From an optimization exercise on the open Yosys and OpenROAD flow, aimed at small area; shortcuts taken in it are not production practice.
Only simulation tests tie the RTL to the original design; equivalence was not proved.
Power figures rest on the tool's default switching activity, not on a simulated workload.

==> flow/run.sh <==
#!/bin/bash
# synth_recipe.tcl (not shown) runs the flow's synth.tcl, then flattens the netlist and writes it again
# the make line also repeats each setting of config.mk as NAME=value (left out here)
make -C /OpenROAD-flow-scripts/flow DESIGN_CONFIG=/design/flow/config.mk WORK_HOME=/design/flow/orfs CLKGATE_MAP_FILE= SYNTH_SCRIPT=/design/flow/synth_recipe.tcl finish
==> flow/config.mk <==
export PLATFORM = sky130hd
export DESIGN_NAME = platformer_top
export DESIGN_NICKNAME = platformer_top
export VERILOG_FILES = /design/flow/design.v
export SDC_FILE = /design/flow/constraint.sdc
export NUM_CORES = 4
export LEC_CHECK = 0
export CAP_MARGIN = 20
export CORE_MARGIN = 2
export CORE_UTILIZATION = 40
export SLEW_MARGIN = 20
==> flow/constraint.sdc <==
create_clock -name core_clock -period 20.0 [get_ports {CLOCK_50}]
set_input_delay 4.0000 -clock core_clock [delete_from_list [all_inputs] [get_ports {CLOCK_50}]]
set_output_delay 4.0000 -clock core_clock [all_outputs]
set_load 0.01 [all_outputs]
==> flow/design.v <==
module vga_driver(
    input  clk,
    input  rst,
    output reg vga_clk,
    output reg hsync,
    output reg vsync,
    output reg active_pixels,
    output reg [9:0] xPixel,
    output reg [9:0] yPixel,
    output reg VGA_BLANK_N,
    output reg VGA_SYNC_N
);
parameter HA_END = 10'd639;            
parameter HS_STA = HA_END + 10'd16;    
parameter HS_END = HS_STA + 10'd96;    
parameter WIDTH  = 10'd799;            
parameter VA_END = 10'd479;            
parameter VS_STA = VA_END + 10'd10;    
parameter VS_END = VS_STA + 10'd2;     
parameter HEIGHT = 10'd524;            
always @(*) begin
    hsync         = ~((xPixel >= HS_STA) && (xPixel < HS_END));
    vsync         = ~((yPixel >= VS_STA) && (yPixel < VS_END));
    active_pixels = (xPixel <= HA_END && yPixel <= VA_END);
    VGA_BLANK_N   = active_pixels;
    VGA_SYNC_N    = 1'b1;
end
always @(posedge clk or negedge rst) begin
    if (!rst) begin
        vga_clk <= 1'b0;
        xPixel  <= 10'd0;
        yPixel  <= 10'd0;
    end else begin
        vga_clk <= ~vga_clk;
        if (vga_clk) begin
            if (xPixel == WIDTH) begin
                xPixel <= 10'd0;
                if (yPixel == HEIGHT)
                    yPixel <= 10'd0;
                else
                    yPixel <= yPixel + 10'd1;
            end else begin
                xPixel <= xPixel + 10'd1;
            end
        end
    end
end
endmodule
module platform_collision (
    input  wire [9:0] player_x,
    input  wire [9:0] player_y,
    input  wire [1:0] level,
    input  wire [9:0] lava_height,
	 input  wire 		 hit_lava_wall,
    output wire       on_ground,
    output wire [9:0] support_y,
    output wire       hit_ceiling,
    output wire       hit_left_wall,
    output wire       hit_right_wall,
    output wire       at_goal_region,
    output wire       in_lava
);
    localparam PLAYER_W = 10'd16;
    localparam PLAYER_H = 10'd16;
    localparam LAVA_Y   = 10'd380;
    localparam LANDING_TOL = 10'd8;
    localparam CEILING_TOL = 10'd12;
    localparam SCREEN_HEIGHT = 10'd480;
    localparam LAVA_X_START  = 270;
    localparam LAVA_WIDTH    = 40;
    reg [9:0] PX_MIN [0:11];
    reg [9:0] PX_MAX [0:11];
    reg [9:0] PY_TOP [0:11];
    reg [9:0] PY_BOT [0:11];
    reg [9:0] PG_X_MIN, PG_X_MAX, PG_Y_TOP, PG_Y_BOT;
    integer i;
    always @(*) begin
        for (i = 0; i < 12; i = i + 1) begin
            PX_MIN[i] = 10'd0;
            PX_MAX[i] = 10'd0;
            PY_TOP[i] = 10'd0;
            PY_BOT[i] = 10'd0;
        end
        if (level == 2'd0) begin
            PX_MIN[0]  = 0;   PX_MAX[0]  = 60;  PY_TOP[0]  = 360; PY_BOT[0]  = 380;
            PX_MIN[1]  = 90;  PX_MAX[1]  = 270; PY_TOP[1]  = 360; PY_BOT[1]  = 380;
            PX_MIN[2]  = 130; PX_MAX[2]  = 200; PY_TOP[2]  = 295; PY_BOT[2]  = 310;
            PX_MIN[3]  = 175; PX_MAX[3]  = 210; PY_TOP[3]  = 240; PY_BOT[3]  = 255;
            PX_MIN[4]  = 240; PX_MAX[4]  = 270; PY_TOP[4]  = 220; PY_BOT[4]  = 380;
            PX_MIN[5]  = 330; PX_MAX[5]  = 380; PY_TOP[5]  = 360; PY_BOT[5]  = 380;
            PX_MIN[6]  = 380; PX_MAX[6]  = 430; PY_TOP[6]  = 295; PY_BOT[6]  = 310;
            PX_MIN[7]  = 345; PX_MAX[7]  = 380; PY_TOP[7]  = 230; PY_BOT[7]  = 245;
            PX_MIN[8]  = 370; PX_MAX[8]  = 430; PY_TOP[8]  = 165; PY_BOT[8]  = 180;
            PX_MIN[9]  = 475; PX_MAX[9]  = 550; PY_TOP[9]  = 190; PY_BOT[9]  = 240;
            PX_MIN[10] = 540; PX_MAX[10] = 639; PY_TOP[10] = 360; PY_BOT[10] = 380;
            PG_X_MIN = 580; PG_X_MAX = 630; PG_Y_TOP = 355; PG_Y_BOT = 360;
        end else begin
            PX_MIN[0] = 0;   PX_MAX[0] = 100; PY_TOP[0] = 400; PY_BOT[0] = 480;
            PX_MIN[1] = 200; PX_MAX[1] = 300; PY_TOP[1] = 400; PY_BOT[1] = 480;
            PX_MIN[2] = 400; PX_MAX[2] = 500; PY_TOP[2] = 400; PY_BOT[2] = 480;
            PX_MIN[3] = 550; PX_MAX[3] = 639; PY_TOP[3] = 400; PY_BOT[3] = 480;
            PX_MIN[4] = 120; PX_MAX[4] = 180; PY_TOP[4] = 370; PY_BOT[4] = 385;
            PX_MIN[5] = 350; PX_MAX[5] = 400; PY_TOP[5] = 350; PY_BOT[5] = 365;
            PX_MIN[6] = 550; PX_MAX[6] = 639; PY_TOP[6] = 50;  PY_BOT[6] = 65;
            PG_X_MIN = 10; PG_X_MAX = 60; PG_Y_TOP = 395; PG_Y_BOT = 400;
        end
    end
    wire [9:0] feet_y   = player_y + PLAYER_H;
    wire [9:0] head_y   = player_y;
    wire [9:0] px_left  = player_x;
    wire [9:0] px_right = player_x + PLAYER_W - 1;
    wire [9:0] lava_band_y_min = SCREEN_HEIGHT - lava_height;
    wire [9:0] lava_band_y_max = SCREEN_HEIGHT - 1;
    reg       r_has_support;
    reg [9:0] r_support_y;
    reg       r_hit_left;
    reg       r_hit_right;
    reg       r_hit_ceiling;
    function overlap_x;
        input [9:0] a_min, a_max, b_min, b_max;
        begin
            overlap_x = (a_max >= b_min) && (a_min <= b_max);
        end
    endfunction
    function overlap_y;
        input [9:0] a_min, a_max, b_min, b_max;
        begin
            overlap_y = (a_max >= b_min) && (a_min <= b_max);
        end
    endfunction
    always @(*) begin
        r_has_support = 1'b0;
        r_support_y   = 10'd0;
        r_hit_left    = 1'b0;
        r_hit_right   = 1'b0;
        r_hit_ceiling = 1'b0;
        for (i = 0; i < 12; i = i + 1) begin
            if (overlap_x(px_left, px_right, PX_MIN[i], PX_MAX[i])) begin
                if (feet_y >= PY_TOP[i] && feet_y <= PY_TOP[i] + LANDING_TOL) begin
                    if (!r_has_support || (PY_TOP[i] > r_support_y)) begin
                        r_has_support = 1'b1;
                        r_support_y   = PY_TOP[i];
                    end
                end
                if ( head_y <= PY_BOT[i] &&
                     head_y >= (PY_BOT[i] - CEILING_TOL) &&
                     overlap_y(head_y, feet_y, PY_TOP[i], PY_BOT[i]) ) begin
                    r_hit_ceiling = 1'b1;
                end
            end
            if (overlap_y(head_y, feet_y, PY_TOP[i], PY_BOT[i])) begin
                if (px_left  <= PX_MAX[i] && px_left  >= PX_MAX[i] - 2) r_hit_left  = 1'b1;
                if (px_right >= PX_MIN[i] && px_right <= PX_MIN[i] + 2) r_hit_right = 1'b1;
            end
        end
    end
    assign support_y = r_support_y;
    assign on_ground =
        r_has_support &&
        (feet_y >= r_support_y) &&
        (feet_y <= r_support_y + LANDING_TOL);
    assign hit_ceiling   = r_hit_ceiling;
    assign hit_left_wall = r_hit_left;
    assign hit_right_wall= r_hit_right;
    assign at_goal_region =
        overlap_x(px_left, px_right, PG_X_MIN, PG_X_MAX) &&
        overlap_y(head_y, feet_y, PG_Y_TOP, PG_Y_BOT);
    wire rising_lava_hit =
        (level == 2'd0) && (lava_height != 10'd0) &&
        overlap_x(px_left, px_right, LAVA_X_START, LAVA_X_START + LAVA_WIDTH - 1) &&
        overlap_y(head_y, feet_y, lava_band_y_min, lava_band_y_max);
    wire in_water_l2 =
        (feet_y >= 10'd400) && (
            (px_left >= 10'd101 && px_right < 10'd200) ||
            (px_left >= 10'd301 && px_right < 10'd400) ||
            (px_left >= 10'd501 && px_right < 10'd550)
        );
    reg r_in_lava;
    always @(*) begin
        case (level)
            2'd0: r_in_lava = ((feet_y >= LAVA_Y) && !on_ground) || rising_lava_hit || hit_lava_wall;
            2'd1: r_in_lava = in_water_l2;
            default: r_in_lava = 1'b0;
        endcase
    end
    assign in_lava = r_in_lava;
endmodule
module player_physics (
    input  wire       clk,
    input  wire       rst,
    input  wire       game_tick,
    input  wire       move_left,
    input  wire       move_right,
    input  wire       jump,
    input  wire       on_ground,
    input  wire [9:0] support_y,
    input  wire       hit_ceiling,
    input  wire       hit_left_wall,
    input  wire       hit_right_wall,
    input  wire       freeze,
    input  wire [9:0] reset_x,    
    input  wire [9:0] reset_y,    
    input  wire       reset_player,  
    output reg  [9:0] player_x,
    output reg  [9:0] player_y,
    output reg        jump_landed_pulse
);
    localparam SCREEN_W = 10'd640;
    localparam PLAYER_W = 10'd16;
    localparam PLAYER_H = 10'd16;
    localparam H_SPEED    = 10'd3;
    localparam signed [7:0] GRAVITY      = 8'sd1;
    localparam signed [7:0] JUMP_VEL     = -8'sd11;
    localparam signed [7:0] MAX_FALL_VEL = 8'sd8;
    localparam START_X  = 10'd20;
    localparam START_Y  = 10'd360 - PLAYER_H;
    reg signed [7:0] vy;
    reg signed [7:0] vy_next;
    reg        was_in_air;
    reg [9:0] next_x;
    reg [9:0] next_y;
    always @(posedge clk or negedge rst) begin
        if (!rst) begin
            player_x          <= START_X;
            player_y          <= START_Y;
            vy                <= 8'sd0;
            vy_next           <= 8'sd0;
            was_in_air        <= 1'b0;
            jump_landed_pulse <= 1'b0;
        end else if (game_tick) begin
            jump_landed_pulse <= 1'b0;
            if (!freeze) begin
                if (reset_player) begin
                    player_x <= reset_x;
                    player_y <= reset_y;
                    vy       <= 8'sd0;
                    vy_next  <= 8'sd0;
                    was_in_air <= 1'b0;
                end else begin
                    next_x = player_x;
                    if (move_left && !move_right) begin
                        if (!hit_left_wall && player_x > H_SPEED)
                            next_x = player_x - H_SPEED;
                    end
                    else if (move_right && !move_left) begin
                        if (!hit_right_wall && player_x < SCREEN_W - PLAYER_W - H_SPEED)
                            next_x = player_x + H_SPEED;
                    end
                    player_x <= next_x;
                    next_y  = player_y;
                    vy_next = vy;
                    if (jump && on_ground) begin
                        vy_next   = JUMP_VEL;
                        next_y    = player_y + {{2{vy_next[7]}}, vy_next};
                        was_in_air <= 1'b1;
                    end
                    else begin
                        if (!on_ground) begin
                            vy_next = vy + GRAVITY;
                            if (vy_next > MAX_FALL_VEL) vy_next = MAX_FALL_VEL;
                            next_y = player_y + {{2{vy_next[7]}}, vy_next};
                            if (hit_ceiling && vy_next < 0) begin
                                vy_next = 0;
                                next_y  = player_y;
                            end
                        end
                        else begin
                            next_y  = support_y - PLAYER_H;
                            vy_next = 0;
                            if (was_in_air) begin
                                jump_landed_pulse <= 1'b1;
                                was_in_air        <= 1'b0;
                            end
                        end
                    end
                    player_y <= next_y;
                    vy       <= vy_next;
                end
            end
        end
    end
endmodule
module lava_controller (
    input  wire       clk,
    input  wire       rst,
    input  wire       game_tick,
    input  wire       any_input_level,
    input  wire       speed_boost_pulse,
    input  wire       freeze,
    input  wire [9:0] player_x,
    input  wire [1:0] level,
    output reg  [9:0] lava_wall_x,
    output reg        hit_lava_wall
);
    localparam SCREEN_W       = 10'd640;
    localparam LAVA_WALL_WIDTH= 10'd10;
    localparam LAVA_DELAY_TICKS = 9'd120;
    reg [7:0] lava_speed;
    reg       lava_enabled;
    reg       first_move_done;
    reg [8:0] delay_cnt;
    always @(posedge clk or negedge rst) begin
        if (!rst) begin
            lava_wall_x     <= 10'd0;
            lava_speed      <= 8'd1; 
            lava_enabled    <= 1'b0;
            first_move_done <= 1'b0;
            delay_cnt       <= 9'd0;
            hit_lava_wall   <= 1'b0;
        end else if (game_tick) begin
            hit_lava_wall <= 1'b0;
            if (level == 2'd0) begin
                if (freeze) begin
                end else begin
                    if (!first_move_done && any_input_level)
                        first_move_done <= 1'b1;
                    if (first_move_done && !lava_enabled) begin
                        if (delay_cnt < LAVA_DELAY_TICKS)
                            delay_cnt <= delay_cnt + 1'b1;
                        else
                            lava_enabled <= 1'b1;
                    end
                    if (speed_boost_pulse)
                        lava_speed <= lava_speed;
                    if (lava_enabled) begin
                        if (lava_wall_x + LAVA_WALL_WIDTH < SCREEN_W)
                            lava_wall_x <= lava_wall_x + lava_speed;
                    end
                    if (lava_wall_x + LAVA_WALL_WIDTH >= player_x)
                        hit_lava_wall <= 1'b1;
                end
            end else begin
                lava_wall_x   <= 10'd0;
                hit_lava_wall <= 1'b0;
            end
        end
    end
endmodule
module enemy_controller (
    input  wire       clk,
    input  wire       rst,
    input  wire       game_tick,
    input  wire       freeze,
    input  wire [1:0] level,
    input  wire [9:0] player_x,
    input  wire [9:0] player_y,
    output reg  [9:0] enemy_x,
    output reg  [9:0] enemy_y,
    output reg  [9:0] proj0_x,
    output reg  [9:0] proj0_y,
    output reg        proj0_active,
    output reg  [9:0] proj1_x,
    output reg  [9:0] proj1_y,
    output reg        proj1_active,
    output reg  [9:0] proj2_x,
    output reg  [9:0] proj2_y,
    output reg        proj2_active,
    output reg  [9:0] proj3_x,
    output reg  [9:0] proj3_y,
    output reg        proj3_active,
    output wire       hit_enemy
);
    localparam SCREEN_H  = 10'd480;
    localparam PLAYER_W  = 10'd16;
    localparam PLAYER_H  = 10'd16;
    localparam ENEMY_W   = 10'd16;
    localparam ENEMY_H   = 10'd16;
    localparam PROJ_W    = 10'd5;  
    localparam PROJ_H    = 10'd12;  
    localparam NUM_PROJ  = 4;
    localparam ENEMY_Y_CONST    = 10'd120;
    localparam PATROL_X_MIN     = 10'd120;
    localparam PATROL_X_MAX     = 10'd580;
    localparam ENEMY_SPEED      = 10'd3;
    localparam PROJ_SPEED       = 10'd6;
    localparam SHOOT_PERIOD_TCK = 8'd20;
    reg        dir_left;
    reg [7:0]  shoot_timer;
    reg [9:0] proj_x   [0:NUM_PROJ-1];
    reg [9:0] proj_y   [0:NUM_PROJ-1];
    reg       proj_act [0:NUM_PROJ-1];
    integer i;
    always @(posedge clk or negedge rst) begin
        if (!rst) begin
            enemy_x     <= PATROL_X_MIN;
            enemy_y     <= ENEMY_Y_CONST;
            dir_left    <= 1'b0;
            for (i = 0; i < NUM_PROJ; i = i + 1) begin
                proj_x[i]   <= 10'd0;
                proj_y[i]   <= 10'd0;
                proj_act[i] <= 1'b0;
            end
            shoot_timer <= SHOOT_PERIOD_TCK;
        end else if (game_tick) begin
            if (level != 2'd1) begin
                enemy_x     <= PATROL_X_MIN;
                enemy_y     <= ENEMY_Y_CONST;
                dir_left    <= 1'b0;
                for (i = 0; i < NUM_PROJ; i = i + 1) begin
                    proj_x[i]   <= 10'd0;
                    proj_y[i]   <= 10'd0;
                    proj_act[i] <= 1'b0;
                end
                shoot_timer <= SHOOT_PERIOD_TCK;
            end else if (!freeze) begin
                if (!dir_left) begin
                    if (enemy_x + ENEMY_W + ENEMY_SPEED <= PATROL_X_MAX)
                        enemy_x <= enemy_x + ENEMY_SPEED;
                    else begin
                        enemy_x  <= PATROL_X_MAX - ENEMY_W;
                        dir_left <= 1'b1;
                    end
                end else begin
                    if (enemy_x >= PATROL_X_MIN + ENEMY_SPEED)
                        enemy_x <= enemy_x - ENEMY_SPEED;
                    else begin
                        enemy_x  <= PATROL_X_MIN;
                        dir_left <= 1'b0;
                    end
                end
                enemy_y <= ENEMY_Y_CONST;
                if (shoot_timer > 0) begin
                    shoot_timer <= shoot_timer - 1'b1;
                end else begin
                    integer slot;
                    slot = -1;
                    for (i = 0; i < NUM_PROJ; i = i + 1) begin
                        if (!proj_act[i] && slot == -1)
                            slot = i;
                    end
                    if (slot != -1) begin
                        proj_act[slot] <= 1'b1;
                        proj_x[slot]   <= enemy_x + (ENEMY_W >> 1) - (PROJ_W >> 1);
                        proj_y[slot]   <= enemy_y + ENEMY_H;
                    end
                    shoot_timer <= SHOOT_PERIOD_TCK;
                end
                for (i = 0; i < NUM_PROJ; i = i + 1) begin
                    if (proj_act[i]) begin
                        if (proj_y[i] + PROJ_H + PROJ_SPEED < SCREEN_H) begin
                            proj_y[i] <= proj_y[i] + PROJ_SPEED;
                        end else begin
                            proj_act[i] <= 1'b0;  
                        end
                    end
                end
            end
        end
    end
    always @(*) begin
        proj0_x      = proj_x[0];
        proj0_y      = proj_y[0];
        proj0_active = proj_act[0];
        proj1_x      = proj_x[1];
        proj1_y      = proj_y[1];
        proj1_active = proj_act[1];
        proj2_x      = proj_x[2];
        proj2_y      = proj_y[2];
        proj2_active = proj_act[2];
        proj3_x      = proj_x[3];
        proj3_y      = proj_y[3];
        proj3_active = proj_act[3];
    end
    function automatic overlap_1d;
        input [9:0] a_min, a_max, b_min, b_max;
        begin
            overlap_1d = (a_max >= b_min) && (a_min <= b_max);
        end
    endfunction
    wire [9:0] player_x_min = player_x;
    wire [9:0] player_x_max = player_x + PLAYER_W - 1;
    wire [9:0] player_y_min = player_y;
    wire [9:0] player_y_max = player_y + PLAYER_H - 1;
    wire [9:0] enemy_x_min  = enemy_x;
    wire [9:0] enemy_x_max  = enemy_x + ENEMY_W - 1;
    wire [9:0] enemy_y_min  = enemy_y;
    wire [9:0] enemy_y_max  = enemy_y + ENEMY_H - 1;
    wire enemy_overlap =
        overlap_1d(player_x_min, player_x_max, enemy_x_min, enemy_x_max) &&
        overlap_1d(player_y_min, player_y_max, enemy_y_min, enemy_y_max);
    reg proj_overlap_any;
    always @(*) begin
        proj_overlap_any = 1'b0;
        for (i = 0; i < NUM_PROJ; i = i + 1) begin
            if (proj_act[i]) begin
                if ( overlap_1d(player_x_min, player_x_max,
                                proj_x[i], proj_x[i] + PROJ_W - 1) &&
                     overlap_1d(player_y_min, player_y_max,
                                proj_y[i], proj_y[i] + PROJ_H - 1) ) begin
                    proj_overlap_any = 1'b1;
                end
            end
        end
    end
    assign hit_enemy = (level == 2'd1) && (enemy_overlap || proj_overlap_any);
endmodule
module vga_driver_memory (
    input  wire [9:0] x,
    input  wire [9:0] y,
    input  wire       active_pixels,
    input  wire [9:0] player_x,
    input  wire [9:0] player_y,
    input  wire [9:0] lava_wall_x,
    input  wire [9:0] lava_height,
    input  wire [2:0] game_state,
    input  wire [1:0] level,
    input  wire [9:0] enemy_x,
    input  wire [9:0] enemy_y,
    input  wire [9:0] proj0_x,
    input  wire [9:0] proj0_y,
    input  wire       proj0_active,
    input  wire [9:0] proj1_x,
    input  wire [9:0] proj1_y,
    input  wire       proj1_active,
    input  wire [9:0] proj2_x,
    input  wire [9:0] proj2_y,
    input  wire       proj2_active,
    input  wire [9:0] proj3_x,
    input  wire [9:0] proj3_y,
    input  wire       proj3_active,
    output reg  [7:0] VGA_R,
    output reg  [7:0] VGA_G,
    output reg  [7:0] VGA_B
);
    localparam S_RUNNING   = 3'd0;
    localparam S_GAME_OVER = 3'd1;
    localparam S_WIN       = 3'd2;
    localparam LIGHT_GRAY      = 24'hC0C0C0;
    localparam DARK_GRAY       = 24'h505050;
    localparam LAVA_RED        = 24'hFF4500;
    localparam GOLD            = 24'hFFD700;
    localparam PLAYER_COLOR    = 24'h0000FF;
    localparam LAVA_WALL_COLOR = 24'hFF6600;
    localparam BROWN           = 24'h964B00;
    localparam GRASS_GREEN     = 24'h3CB043;
    localparam WATER_BLUE      = 24'h00AFFF;
    localparam ENEMY_COLOR     = 24'hFF00FF;
    localparam PROJ_COLOR      = 24'hFFFFFF;
    localparam SCREEN_HEIGHT = 10'd480;
    localparam LAVA_Y        = 10'd380;
    localparam LAVA_X_START  = 270;
    localparam LAVA_WIDTH    = 40;
    reg [23:0] base_color;
    reg [23:0] vga_color;
    reg        draw_player;
    always @(*) begin : render
        integer px;
        integer py;
        px = 0;
        py = 0;
        draw_player = 1'b0;
        base_color = LIGHT_GRAY;
        if (y < 75)
            base_color = DARK_GRAY;
        if (level == 2'd0 && y >= LAVA_Y)
            base_color = LAVA_RED;
        if (level == 2'd0 &&
            (x >= LAVA_X_START && x < LAVA_X_START + LAVA_WIDTH) &&
            (y >= (SCREEN_HEIGHT - lava_height)))
            base_color = LAVA_RED;
        case (level)
            2'd0: begin
                if (x >= 0   && x <= 60  && y >= 360 && y <= 380) base_color = DARK_GRAY;
                if (x >= 90  && x <= 270 && y >= 360 && y <= 380) base_color = DARK_GRAY;
                if (x >= 130 && x <= 200 && y >= 295 && y <= 310) base_color = DARK_GRAY;
                if (x >= 175 && x <= 210 && y >= 240 && y <= 255) base_color = DARK_GRAY;
                if (x >= 240 && x <= 270 && y >= 220 && y <= 380) base_color = DARK_GRAY;
                if (x >= 330 && x <= 380 && y >= 360 && y <= 380) base_color = DARK_GRAY;
                if (x >= 380 && x <= 430 && y >= 295 && y <= 310) base_color = DARK_GRAY;
                if (x >= 345 && x <= 380 && y >= 230 && y <= 245) base_color = DARK_GRAY;
                if (x >= 370 && x <= 430 && y >= 165 && y <= 180) base_color = DARK_GRAY;
                if (x >= 475 && x <= 550 && y >= 190 && y <= 240) base_color = DARK_GRAY;
                if (x >= 540 &&          y >= 360 && y <= 380)     base_color = DARK_GRAY;
            end
            2'd1: begin
                if (x >= 0   && x <= 100 && y >= 400) base_color = GRASS_GREEN;
                if (x >= 200 && x <= 300 && y >= 400) base_color = GRASS_GREEN;
                if (x >= 400 && x <= 500 && y >= 400) base_color = GRASS_GREEN;
                if (x >= 550 && x <= 639 && y >= 400) base_color = GRASS_GREEN;
                if (x >= 120 && x <= 180 && y >= 370 && y <= 385) base_color = BROWN;
                if (x >= 350 && x <= 400 && y >= 350 && y <= 365) base_color = BROWN;
                if (y >= 400) begin
                    if (x > 100 && x < 200) base_color = WATER_BLUE;
                    if (x > 300 && x < 400) base_color = WATER_BLUE;
                    if (x > 500 && x < 550) base_color = WATER_BLUE;
                end
                if (x >= enemy_x && x < enemy_x + 16 &&
                    y >= enemy_y && y < enemy_y + 16)
                    base_color = ENEMY_COLOR;
                if (proj0_active &&
                    x >= proj0_x && x < proj0_x + 5 &&
                    y >= proj0_y && y < proj0_y + 12)
                    base_color = PROJ_COLOR;
                if (proj1_active &&
                    x >= proj1_x && x < proj1_x + 5 &&
                    y >= proj1_y && y < proj1_y + 12)
                    base_color = PROJ_COLOR;
                if (proj2_active &&
                    x >= proj2_x && x < proj2_x + 5 &&
                    y >= proj2_y && y < proj2_y + 12)
                    base_color = PROJ_COLOR;
                if (proj3_active &&
                    x >= proj3_x && x < proj3_x + 5 &&
                    y >= proj3_y && y < proj3_y + 12)
                    base_color = PROJ_COLOR;
            end
        endcase
        if (level == 2'd0 && x >= 580 && x <= 630 && y >= 355 && y <= 360)
            base_color = GOLD;
        if (level == 2'd1 && x >= 10 && x <= 60 && y >= 395 && y <= 400)
            base_color = GOLD;
        if (level == 2'd0 && x >= lava_wall_x && x < lava_wall_x + 10)
            base_color = LAVA_WALL_COLOR;
        if (x >= player_x && x < player_x + 16 &&
            y >= player_y && y < player_y + 16) begin
            px = x - player_x;
            py = y - player_y;
            draw_player = 1'b0;
            if (px >= 5 && px <= 10 && py <= 5) draw_player = 1'b1;
            if (px >= 7 && px <= 8 && py >= 6 && py <= 12) draw_player = 1'b1;
            if ((py >= 8 && py <= 12) && (px == 7 - (py - 8))) draw_player = 1'b1;
            if ((py >= 8 && py <= 12) && (px == 8 + (py - 8))) draw_player = 1'b1;
            if ((py >= 13 && py <= 15) && (px == 7 - (py - 13))) draw_player = 1'b1;
            if ((py >= 13 && py <= 15) && (px == 8 + (py - 13))) draw_player = 1'b1;
            if (draw_player)
                base_color = PLAYER_COLOR;
        end
        vga_color = base_color;
        if (active_pixels) begin
            if (game_state == S_GAME_OVER) begin
                vga_color[23:16] = base_color[23:16] | 8'h60;
                vga_color[15:8]  = base_color[15:8]  >> 1;
                vga_color[7:0]   = base_color[7:0]   >> 1;
            end else if (game_state == S_WIN) begin
                vga_color = base_color | 24'h302000;
            end
        end
    end
    always @(*) begin
        VGA_R = vga_color[23:16];
        VGA_G = vga_color[15:8];
        VGA_B = vga_color[7:0];
    end
endmodule
module platformer_top (
    input        CLOCK_50,
    input  [3:0] KEY,
    input  [9:0] SW,
    output [9:0] LEDR,
    output [6:0] HEX0,
    output [6:0] HEX1,
    output [6:0] HEX2,
    output [6:0] HEX3,
    output       VGA_BLANK_N,
    output [7:0] VGA_R,
    output [7:0] VGA_G,
    output [7:0] VGA_B,
    output       VGA_CLK,
    output       VGA_HS,
    output       VGA_VS,
    output       VGA_SYNC_N
);
    wire clk = CLOCK_50;
    wire rst = SW[0]; 
    wire       active_pixels;
    wire [9:0] x;
    wire [9:0] y;
    vga_driver the_vga(
        .clk          (clk),
        .rst          (rst),
        .vga_clk      (VGA_CLK),
        .hsync        (VGA_HS),
        .vsync        (VGA_VS),
        .active_pixels(active_pixels),
        .xPixel       (x),
        .yPixel       (y),
        .VGA_BLANK_N  (VGA_BLANK_N),
        .VGA_SYNC_N   (VGA_SYNC_N)
    );
    localparam TICK_DIV_MAX = 20'd1023;
    reg [19:0] tick_counter;
    reg        game_tick;
    always @(posedge clk or negedge rst) begin
        if (!rst) begin
            tick_counter <= 20'd0;
            game_tick    <= 1'b0;
        end else begin
            if (tick_counter == TICK_DIV_MAX) begin
                tick_counter <= 20'd0;
                game_tick    <= 1'b1;
            end else begin
                tick_counter <= tick_counter + 1'b1;
                game_tick    <= 1'b0;
            end
        end
    end
    wire raw_move_right = ~KEY[0];
    wire raw_jump       = ~KEY[1];
    wire raw_move_left  = ~KEY[2];
    wire move_left  = raw_move_left;
    wire move_right = raw_move_right;
    wire jump       = raw_jump;
    wire any_input_level = raw_move_left | raw_move_right | raw_jump;
    wire level_skip = SW[1];
    wire [9:0] player_x;
    wire [9:0] player_y;
    wire       on_ground;
    wire [9:0] support_y;
    wire       hit_ceiling;
    wire       hit_left_wall;
    wire       hit_right_wall;
    wire       at_goal_region;
    wire       in_lava;
	reg [1:0] level;  
    reg [9:0] lava_height;
    reg       lava_rise;
    platform_collision collision (
        .player_x     (player_x),
        .player_y     (player_y),
        .level        (level),
        .lava_height  (lava_height),
		  .hit_lava_wall(hit_lava_wall),
        .on_ground    (on_ground),
        .support_y    (support_y),
        .hit_ceiling  (hit_ceiling),
        .hit_left_wall(hit_left_wall),
        .hit_right_wall(hit_right_wall),
        .at_goal_region(at_goal_region),
        .in_lava      (in_lava)
    );
    localparam S_RUNNING   = 3'd0;
    localparam S_GAME_OVER = 3'd1;
    localparam S_WIN       = 3'd2;
    reg [2:0] game_state;
    reg       freeze;
    reg [15:0] score;
    reg        lava_speed_boost_pulse;
    reg [9:0] player_x_reset;
    reg [9:0] player_y_reset;
    localparam LAVA_TOP    = 10'd380;
    localparam LAVA_BOTTOM = 10'd0;
    localparam LAVA_SPEED  = 3;
    wire jump_landed_pulse;
    wire hit_enemy;
    always @(posedge clk or negedge rst) begin
        if (!rst) begin
            game_state  <= S_RUNNING;
            freeze      <= 1'b0;
            score       <= 16'd0;
            level       <= 2'd0;
            lava_height <= 10'd0;
            lava_rise   <= 1'b1;
            player_x_reset <= 10'd20;
            player_y_reset <= 10'd360 - 10'd16;
        end else if (game_tick) begin
            lava_speed_boost_pulse <= 1'b0;
            case (game_state)
                S_RUNNING: begin
                    freeze <= 1'b0;
                    if (jump_landed_pulse) begin
                        score <= score + 1;
                        lava_speed_boost_pulse <= 1'b1;
                    end
                    if (in_lava || hit_enemy) begin
                        game_state <= S_GAME_OVER;
                        freeze     <= 1'b1;
                    end else if (at_goal_region || level_skip) begin
                        game_state <= S_WIN;
                        freeze     <= 1'b1;
                    end
                    if (level == 2'd0) begin
                        if (lava_rise) begin
                            if (lava_height + LAVA_SPEED < LAVA_TOP)
                                lava_height <= lava_height + LAVA_SPEED;
                            else begin
                                lava_height <= LAVA_TOP;
                                lava_rise   <= 1'b0;
                            end
                        end else begin
                            if (lava_height >= LAVA_SPEED)
                                lava_height <= lava_height - LAVA_SPEED;
                            else begin
                                lava_height <= LAVA_BOTTOM;
                                lava_rise   <= 1'b1;
                            end
                        end
                    end else begin
                        lava_height <= LAVA_BOTTOM;
                        lava_rise   <= 1'b1;
                    end
                end
                S_GAME_OVER: begin
                    freeze     <= 1'b1;
                    game_state <= S_GAME_OVER;
                    if (level == 2'd0) begin
                        player_x_reset <= 10'd20;
                        player_y_reset <= 10'd360 - 10'd16;
                    end else begin
                        player_x_reset <= 10'd20;
                        player_y_reset <= 10'd380 - 10'd16;
                    end
                end
                S_WIN: begin
                    if (level < 2'd1) begin
                        player_x_reset <= 10'd20;
                        player_y_reset <= 10'd380 - 10'd16;
                        lava_height <= 10'd0;
                        lava_rise   <= 1'b1;
                        game_state  <= S_RUNNING;
                        freeze      <= 1'b0;
                        level       <= level + 1'b1;
                    end else begin
                        level      <= 2'd1;
                        game_state <= S_WIN;
                        freeze     <= 1'b1;
                    end
                end
            endcase
        end
    end
    wire reset_player = 1'b0; 
    player_physics player (
        .clk              (clk),
        .rst              (rst),
        .game_tick        (game_tick),
        .move_left        (move_left),
        .move_right       (move_right),
        .jump             (jump),
        .on_ground        (on_ground),
        .support_y        (support_y),
        .hit_ceiling      (hit_ceiling),
        .hit_left_wall    (hit_left_wall),
        .hit_right_wall   (hit_right_wall),
        .freeze           (freeze),
        .reset_x          (player_x_reset),
        .reset_y          (player_y_reset),
        .reset_player     (reset_player),
        .player_x         (player_x),
        .player_y         (player_y),
        .jump_landed_pulse(jump_landed_pulse)
    );
    wire [9:0] lava_wall_x;
    wire       hit_lava_wall;
    lava_controller lava (
        .clk              (clk),
        .rst              (rst),
        .game_tick        (game_tick),
        .any_input_level  (any_input_level),
        .speed_boost_pulse(lava_speed_boost_pulse),
        .freeze           (freeze),
        .player_x         (player_x),
        .level            (level),
        .lava_wall_x      (lava_wall_x),
        .hit_lava_wall    (hit_lava_wall)
    );
    wire [9:0] enemy_x;
    wire [9:0] enemy_y;
    wire [9:0] proj0_x, proj0_y;
    wire       proj0_active;
    wire [9:0] proj1_x, proj1_y;
    wire       proj1_active;
    wire [9:0] proj2_x, proj2_y;
    wire       proj2_active;
    wire [9:0] proj3_x, proj3_y;
    wire       proj3_active;
    enemy_controller enemy_ctrl (
        .clk         (clk),
        .rst         (rst),
        .game_tick   (game_tick),
        .freeze      (freeze),
        .level       (level),
        .player_x    (player_x),
        .player_y    (player_y),
        .enemy_x     (enemy_x),
        .enemy_y     (enemy_y),
        .proj0_x     (proj0_x),
        .proj0_y     (proj0_y),
        .proj0_active(proj0_active),
        .proj1_x     (proj1_x),
        .proj1_y     (proj1_y),
        .proj1_active(proj1_active),
        .proj2_x     (proj2_x),
        .proj2_y     (proj2_y),
        .proj2_active(proj2_active),
        .proj3_x     (proj3_x),
        .proj3_y     (proj3_y),
        .proj3_active(proj3_active),
        .hit_enemy   (hit_enemy)
    );
    vga_driver_memory the_renderer(
        .x             (x),
        .y             (y),
        .active_pixels (active_pixels),
        .player_x      (player_x),
        .player_y      (player_y),
        .lava_wall_x   (lava_wall_x),
        .lava_height   (lava_height),
        .game_state    (game_state),
        .level         (level),
        .enemy_x       (enemy_x),
        .enemy_y       (enemy_y),
        .proj0_x       (proj0_x),
        .proj0_y       (proj0_y),
        .proj0_active  (proj0_active),
        .proj1_x       (proj1_x),
        .proj1_y       (proj1_y),
        .proj1_active  (proj1_active),
        .proj2_x       (proj2_x),
        .proj2_y       (proj2_y),
        .proj2_active  (proj2_active),
        .proj3_x       (proj3_x),
        .proj3_y       (proj3_y),
        .proj3_active  (proj3_active),
        .VGA_R         (VGA_R),
        .VGA_G         (VGA_G),
        .VGA_B         (VGA_B)
    );
    function [6:0] seg7;
        input [3:0] d;
        begin
            case (d)
                4'h0: seg7 = 7'b1000000;
                4'h1: seg7 = 7'b1111001;
                4'h2: seg7 = 7'b0100100;
                4'h3: seg7 = 7'b0110000;
                4'h4: seg7 = 7'b0011001;
                4'h5: seg7 = 7'b0010010;
                4'h6: seg7 = 7'b0000010;
                4'h7: seg7 = 7'b1111000;
                4'h8: seg7 = 7'b0000000;
                4'h9: seg7 = 7'b0010000;
                4'hA: seg7 = 7'b0001000;
                4'hB: seg7 = 7'b0000011;
                4'hC: seg7 = 7'b1000110;
                4'hD: seg7 = 7'b0100001;
                4'hE: seg7 = 7'b0000110;
                default: seg7 = 7'b0001110;
            endcase
        end
    endfunction
    assign HEX0 = seg7(score[3:0]);
    assign HEX1 = seg7(score[7:4]);
    assign HEX2 = seg7(score[11:8]);
    assign HEX3 = seg7(score[15:12]);
    assign LEDR = player_x;
endmodule
==> out/results.tsv <==
stage	metric	value	unit
power_and_ir_drop	powerDensity	25.75	mW/mm2
timing	fin_setup_tns	0	ps
yosys	seq_area_frac_synth	0.1466	
clock_tree	clkTransAtPathRegs	80	ps
worst_setup_path	startpoint_type	flop	
clock_tree	post_cts_resized	0	
grt	antenna_found_initial	1	
routing	drt-wirelength-per-cell	21.91	um
timing	rsz0062_at_grt	no	
worst_setup_path	rrSetupSlack	3180	ps
cells_and_area	areaGrowthSynthToFinish	8.044	%
routing	vias	40470	
cells_and_area	fin_nets	5934	
placement	dp_hpwl	104700	um
worst_hold_path	min-delay-start	lava.delay_cnt[8]	
routing	dr.pass1.iters	5	
timing	slew_headroom	0.1949	
worst_setup_path	startpoint	player.player_x[3]	
yosys	syn_avg_cell_area	7.394	um2
floorplanning	dieWidth	317.1	um
timing	post-route-period-util	0.8411	
routing	viasPerCell	6.178	
routing	postRouteAntennaNets	0	
routing	drc	0	
placement	io_buffers	71	
worst_setup_path	crit_path_end_kind	flop	
yosys	syn_nets	5987	
yosys	async_reset_ff_frac	1.000	
clock_tree	cts-root-buf	clkbuf_16	
status	status	complete, no violations	
power_and_ir_drop	ir_drop	0.06569	mV
floorplanning	core_area	0.09699	mm2
worst_setup_path	path_max_fanout	32	
cells_and_area	final_core_util	0.4368	
worst_setup_path	critPathRequiredTime	20510	ps
worst_setup_path	crit_path_max_incr_delay	690	ps
worst_hold_path	hold_path_class	flop to flop	
clock_tree	cts_hold_buffers	0	
placement	gp_congestion	1.024	
worst_setup_path	crit_slowest_cell	nor2_1	
worst_setup_path	path_class	flop to flop	
timing	fin_skew	19.69	ps
yosys	synth-edff-count	0	
timing	final_max_slew_viol_count	0	
cells_and_area	final_cell_mix	ha_1, nand2_1, o21ai_0	
grt	grt_pass1_wl	220800	um
floorplanning	chipHeight	317.1	um
floorplanning	start_util	0.4043	
clock_tree	post-cts-setup-buffers	0	
timing	period_minus_slack	16820	ps
worst_setup_path	crit_top_cell	ha_1	
run	max_cap_violations	0	
grt	gr-total-overflow	0	
cells_and_area	mostFrequentLayoutCell	ha_1	
clock_tree	cts_sinks	229	
yosys	syn_area	0.03921	mm2
floorplanning	io_pins	82	
yosys	ys_types	112	
worst_setup_path	r2r-start	player.player_x[3]	
clock_tree	cts_tree	yes	
cells_and_area	diodes	0	
floorplanning	dieArea	0.1006	mm2
clock_tree	clk_path_buf_depth	3	
cells_and_area	drive_gt1_frac	0.05423	
clock_tree	htreeDepth	1	
clock_tree	cts_buffers	30	
grt	grt_use_total	0.2768	
cells_and_area	fillerInstances	9869	
worst_setup_path	reg2reg_to	freeze	
grt	grt_max_degree	86	
routing	drt_iter0_drc	4198	
timing	hold_violations	0	
worst_hold_path	worstHoldEndpoint	lava.delay_cnt[8]	
worst_setup_path	reg2reg_depth	65	
routing	drt_wl_total	143500	um
timing	worst_slew_pin_slew	1199	ps
worst_setup_path	worstPathArrival	17330	ps
worst_hold_path	hold_depth	0	
power_and_ir_drop	leakagePower	17.32	nW
yosys	yosysTopAreaCell	ha_1	
yosys	yosysWarnings	14	
yosys	netlist_instances	5303	
clock_tree	clk_latency	620	ps
yosys	synth_top_area_frac	0.2125	
floorplanning	row_count	114	
timing	finalSetupViolations	0	
yosys	yosys-top-cells-area	ha_1, dfrtp_1, xnor2_1	
yosys	synth_seq_cells	229	
grt	grt_pass1_vias	37480	
yosys	synth-main-ff-cell	dfrtp_1	
timing	fmax	59.45	MHz
synth_stat cells (all sizes together), types with 25 or more instances:
| cell type | instances |
|---|---|
| clkbuf | 196 |
| nand3 | 177 |
| a21oi | 435 |
| o211ai | 35 |
| ha | 666 |
| or3 | 39 |
| buf | 50 |
| nand4 | 88 |
| xor2 | 67 |
| a21o | 81 |
| o21a | 28 |
| dfrtp | 216 |
| and3 | 45 |
| a31oi | 90 |
| nor3 | 157 |
| o21ai | 458 |
| nor2b | 156 |
| nor2 | 426 |
| nand2b | 158 |
| inv | 275 |
| o31ai | 39 |
| o22ai | 37 |
| and2 | 42 |
| mux2i | 25 |
| a21boi | 29 |
| mux2 | 42 |
| nor4 | 79 |
| xnor2 | 275 |
| nand2 | 469 |
worst max path at each step:
stage	endpoint	slack (ps)	cells past startpoint
CTS	freeze	3520	66
global route	game_state[0]	1960	66
detailed placement	freeze	3590	66
finish	freeze	3180	65
floorplan	freeze	5550	69
global placement	freeze	3640	66
sequential cells by signal, indices dropped and copies added (netlist names), 9 cells and up:
signal              count
player.player_x        10
score                  16
player.player_y        10
tick_counter           20
lava.lava_wall_x       10
the_vga.xPixel         10
lava.delay_cnt          9
enemy_ctrl.proj_x      40
enemy_ctrl.proj_y      40
the_vga.yPixel         10
enemy_ctrl.enemy_x     10
lava_height            10
area by class of cell:
type / instances / area, um2 / area share
clock buffer: 41 / 842.1 / 0.01988
clock inverter: 15 / 245.2 / 0.005788
inverter: 284 / 1069 / 0.02522
multi-input combinational: 4544 / 31480 / 0.7429
sequential: 229 / 5748 / 0.1357
tap: 1276 / 1597 / 0.03768
timing repair buffer: 161 / 1391 / 0.03284
worst max-delay path: cells and delay by family, from the launching register on:
family	cells	cell delay, ps
AO/OA/AOI/OAI	28	6280
XOR/XNOR	1	540
adder cells (fa/ha/maj)	7	2260
buffers and inverters	5	1160
flip-flops	1	360
multiplexers	2	440
AND/OR/NAND/NOR	22	5620
logic make-up (layout without fill, tap and decap cells):
family,after synthesis,after routing,share of synthesized area
and+or+nand+nor,1965,1965,0.2529
xor gates and xnor gates,344,344,0.07773
adders and majority gates,669,669,0.2140
buffers and inverters,530,501,0.05217
DFF,229,229,0.1466
muxes,69,69,0.01991
AOI/OAI and AO/OA,1496,1496,0.2366
other,1,1,0.00009563
metrics by stage:
step	cell area, um2	setup slack [ps]	hold slack, ps	instances	power (W)
2_1_floorplan	39210	5554	430.1	5303	0.0004738
5_1_grt	42370	1958	390.3	6550	0.001120
3_5_place_dp	41280	3587	367.0	6494	0.0004871
4_1_cts	42370	3517	383.8	6550	0.001104
6_report	42370	3178	379.9	6550	0.001091
3_3_place_gp	41280	3636	367.9	6494	0.0004871
per-layer routing:
layer	GRT usage	wire (um)	vias to the layer above
met5	0	13	-
met4	0.1174	6970	2
met3	0.02876	11040	324
met2	0.4396	62660	1853
met1	0.3811	62810	19120
li1	-	-	19170
power breakdown:
group | internal, W | switching, W
Clock | 0.000372 | 0.000241
Combinational | 0.00000212 | 0.0000125
Sequential | 0.000463 | 0

## re-timing with driven ports
The flow's constraints put no driver on any port. The routed layout listed below was extracted and timed again, unchanged, in two steps.
Step 1, drivers: a clkbuf_16 drives CLOCK_50 and a buf_2 each remaining input, both assumed.
Step 2 moves the port delays by t, midway between the first and last clock arrival at a register: inputs arrive t later, outputs are due t later. That takes back most of the time a late clock gives input paths.
Three values: ideal ports, drivers, drivers and shift; two values: the first two.
t (ns): 0.673
slack for setup (ns): 3.178 / 3.178 / 3.178
worst setup path after step 2: register to register
clock arrival spread, ns: 0.019 / 0.019
cell pins on the clock port's net: 1
After both steps setup and hold are still met in this run. The setup slack of this run moves by 0.000 ns with the drivers and by 0.000 ns with both steps.
